From an optimization exercise on the open Yosys and OpenROAD flow, aimed at small area and a short achievable clock period; shortcuts taken in it are not production practice.
Function was checked by simulation only, so behaviour that the tests miss may differ from the original.
The clock input has no modelled driver; a real chip could not lean on it and would need a root buffer or a full tree.

main:
Design axis_dwidth_upsizer, start of the top module:
module axis_dwidth_upsizer #(
  parameter WIDTH      = 32,  
  parameter NUM_REG    =  4  
)(
    input  logic aclk,
    input  logic aresetn,
    input  logic s_axis_tvalid,
    output logic s_axis_tready,
    input  logic [WIDTH-1:0] s_axis_tdata,
    input  logic s_axis_tlast,
    output logic m_axis_tvalid,
    input  logic m_axis_tready,
    output logic [WIDTH*NUM_REG-1:0] m_axis_tdata,
    output logic m_axis_tlast
);
Size: roughly 460 cells after synthesis, about 140 flip-flops, about 4300 µm² of cells after synthesis.
==> module axis_dwidth_upsizer, before the edit <==
module axis_dwidth_upsizer #(
  parameter WIDTH      = 32,  
  parameter NUM_REG    =  4  
)(
    input  logic aclk,
    input  logic aresetn,
    input  logic s_axis_tvalid,
    output logic s_axis_tready,
    input  logic [WIDTH-1:0] s_axis_tdata,
    input  logic s_axis_tlast,
    output logic m_axis_tvalid,
    input  logic m_axis_tready,
    output logic [WIDTH*NUM_REG-1:0] m_axis_tdata,
    output logic m_axis_tlast
);
  logic [NUM_REG*WIDTH-1:0] s_reg;
  logic [NUM_REG-1:0] pos;    
  logic       full;           
  logic       vld;            
  logic       rdy;            
  logic       tl;             
  logic       zero_n;         
  logic [NUM_REG-1:0] hold;   
  wire acc   = ~(full | vld);
  wire [WIDTH-1:0] din_n = ~(s_axis_tdata & {WIDTH{zero_n}});
  logic [NUM_REG*WIDTH-1:0] s_next;
  genvar k, b;
  generate
    for (k = 0; k < NUM_REG; k = k + 1) begin : g_slot
      for (b = 0; b < WIDTH; b = b + 1) begin : g_bit
        axis_upsizer_slot_bit u_bit (
          .dn(din_n[b]), .q(s_reg[(NUM_REG-1-k)*WIDTH+b]), .h(hold[k]),
          .y(s_next[(NUM_REG-1-k)*WIDTH+b]));
      end
    end
  endgenerate
  always @(posedge aclk)
    s_reg <= s_next;
  wire step = s_axis_tvalid | tl;
  logic [NUM_REG-1:0] pos_n;
  logic full_n, vld_n, tl_n;
  always @* begin
    pos_n[0] = (pos[0] & ~s_axis_tvalid) | (vld & m_axis_tready);
    pos_n[1] = (pos[1] & ~step) | (pos[0] & s_axis_tvalid);
    pos_n[2] = (pos[2] & ~step) | (pos[1] & step);
    pos_n[3] = (pos[3] & ~step) | (pos[2] & step);
    full_n = pos[3] & step;
    vld_n  = full | (vld & ~m_axis_tready);
    tl_n   = (acc & s_axis_tlast) | (tl & ~(vld & m_axis_tready));
  end
  always @(posedge aclk) begin
    if (aresetn == 0) begin
      pos  <= 1;
      full <= 0;
      vld  <= 0;
      rdy  <= 1;
      tl   <= 0;
      zero_n <= 1;
      hold <= ~1;
    end else begin
      pos  <= pos_n;
      full <= full_n;
      vld  <= vld_n;
      rdy  <= ~vld_n;
      tl   <= tl_n;
      zero_n <= ~(tl_n & ~pos_n[0]);
      hold <= ~pos_n;
    end
  end
  assign s_axis_tready = rdy;
  assign m_axis_tvalid = vld;
  assign m_axis_tdata  = s_reg;
  assign m_axis_tlast  = tl;
endmodule
==> flow/config.mk <==
export PLATFORM = sky130hd
export DESIGN_NAME = axis_dwidth_upsizer
export DESIGN_NICKNAME = axis_dwidth_upsizer
export VERILOG_FILES = /design/flow/design.v
export SDC_FILE = /design/flow/constraint.sdc
export NUM_CORES = 4
export LEC_CHECK = 0
export CAP_MARGIN = 20
export CORE_MARGIN = 2
export CORE_UTILIZATION = 40
export SLEW_MARGIN = 20
export SYNTH_HIERARCHICAL = 1
export SYNTH_MINIMUM_KEEP_SIZE = 0
==> flow/constraint.sdc <==
create_clock -name core_clock -period 3.5 [get_ports {aclk}]
set_input_delay 0.7000 -clock core_clock [delete_from_list [all_inputs] [get_ports {aclk}]]
set_output_delay 0.7000 -clock core_clock [all_outputs]
set_load 0.01 [all_outputs]
standard.sh (not shown) runs the stock make flow with config.mk's settings and CLKGATE_MAP_FILE= SYNTH_SCRIPT=/design/flow/synth_recipe.tcl, a recipe that flattens the netlist after the stock synthesis.
==> flow/flow/run.sh <==
#!/bin/bash
# Standard ORFS layout with:
# - the smallest buffer cell for the port buffers (buffer_ports otherwise picks
#   a clock delay buffer);
# - every pin placed by flow/io_pins.tcl, a data bit's pins together, and each
#   bit's cells moved next to its pins before detailed placement
#   (flow/bit_place.tcl);
# - a one-level clock tree of four buffers fed by the clock port
#   (flow/clock_tree.tcl), then a setup repair aimed at FLOW_REPAIR_MARGIN, a
#   downsizing of cells with slack to spare, and a second repair, all at the end
#   of the CTS step (flow/post_cts.tcl).
# ORFS's own output goes to orfs_make.log; each tool's log stays in orfs/logs/.
set -euo pipefail
F=$(cd "$(dirname "$0")" && pwd)
export FLOW_REPAIR_MARGIN=${FLOW_REPAIR_MARGIN:-2.12}
export FLOW_RECOVER=${FLOW_RECOVER:-100}
export FLOW_REPAIR_ARGS=${FLOW_REPAIR_ARGS:-}
CTS="-sink_clustering_enable -dont_use_dummy_load -buf_list sky130_fd_sc_hd__clkbuf_16"
bash standard.sh BUFFER_PORTS_ARGS="-buffer_cell sky130_fd_sc_hd__buf_1" CTS_ARGS="$CTS" \
  PRE_IO_PLACEMENT_TCL="$F/io_pins.tcl" PRE_DETAIL_PLACE_TCL="$F/bit_place.tcl" POST_CTS_TCL="$F/post_cts.tcl" finish > orfs_make.log 2>&1
Other scripts of this flow, unchanged in this note and not shown: flow/flow/bit_place.tcl, flow/flow/clock_tree.tcl, flow/flow/io_pins.tcl, flow/flow/post_cts.tcl
The inputs of the feature branch differ from those of main as listed below.
-- flow/design.v --
<<< main, line 23
);
  logic [NUM_REG*WIDTH-1:0] s_reg;
  logic [NUM_REG-1:0] pos;    
  logic       full;           
  logic       vld;            
>>> the feature branch, line 23
);
  logic [NUM_REG*WIDTH-1:0] s_reg;
  logic       full;           
  logic       vld;            
<<< main, line 30
  logic       zero_n;         
  logic [NUM_REG-1:0] hold;   
  wire acc   = ~(full | vld);
  wire [WIDTH-1:0] din_n = ~(s_axis_tdata & {WIDTH{zero_n}});
>>> the feature branch, line 29
  logic       zero_n;         
  logic [NUM_REG-1:0] hold;   
  wire  [NUM_REG-1:0] pos = ~hold;   
  wire acc   = ~(full | vld);
  wire [WIDTH-1:0] din_n = ~(s_axis_tdata & {WIDTH{zero_n}});
<<< main, line 59
  always @(posedge aclk) begin
    if (aresetn == 0) begin
      pos  <= 1;
      full <= 0;
      vld  <= 0;
>>> the feature branch, line 59
  always @(posedge aclk) begin
    if (aresetn == 0) begin
      full <= 0;
      vld  <= 0;
<<< main, line 67
      hold <= ~1;
    end else begin
      pos  <= pos_n;
      full <= full_n;
      vld  <= vld_n;
>>> the feature branch, line 66
      hold <= ~1;
    end else begin
      full <= full_n;
      vld  <= vld_n;
==> comparison <==
The feature branch: done, clean on timing, DRC and antenna. The feature branch vs main — total placed instance area dropped by a few percent. The feature branch ends up with a worst max-slew margin expressed relative to the limit that is 4.3 points lower than in main. In the feature branch relative to main, total routed wirelength had gone down by a few percent. For the total global routing track utilization, the feature branch came in 0.25 points lower than main did. Where worst hold slack is concerned, main is better than the feature branch.
In every run of this note, the design's own scripts or RTL, not TritonCTS, make the clock network.

==> port drivers added, routing unchanged <==
The flow's constraints put no driver on any port. The routed layouts listed below were extracted and timed again, unchanged, in two steps. Step 1 (the two cells are an assumption about what drives the block):
set clk [get_ports {aclk}]
set_driving_cell -lib_cell sky130_fd_sc_hd__clkbuf_16 $clk
set_driving_cell -lib_cell sky130_fd_sc_hd__buf_2 [delete_from_list [all_inputs] $clk]
Step 2, shift: input delay + t, output delay - t, t = (earliest + latest rising clock arrival at the registers) / 2. This alone moves slack from input paths to output paths. Slacks: no drivers / after step 1 / after step 2; pairs: no drivers / after step 1.
| run | shift t [ns] | setup slack, ns | hold WS [ns] | worst data-port slew with drivers (ns) | cell pins on the clock port's net |
|---|---|---|---|---|---|
| main | 0.251 | 2.101 / 2.000 / 2.039 | 0.466 / 0.466 / 0.466 | 0.05 | 4 |
| the feature branch | 0.252 | 2.102 / 1.998 / 2.050 | 0.461 / 0.461 / 0.461 | 0.04 | 4 |
After both steps setup and hold are still met in every run listed. The setup slack of main, which loses most, moves by -0.101 ns with the drivers and by -0.062 ns with both steps.
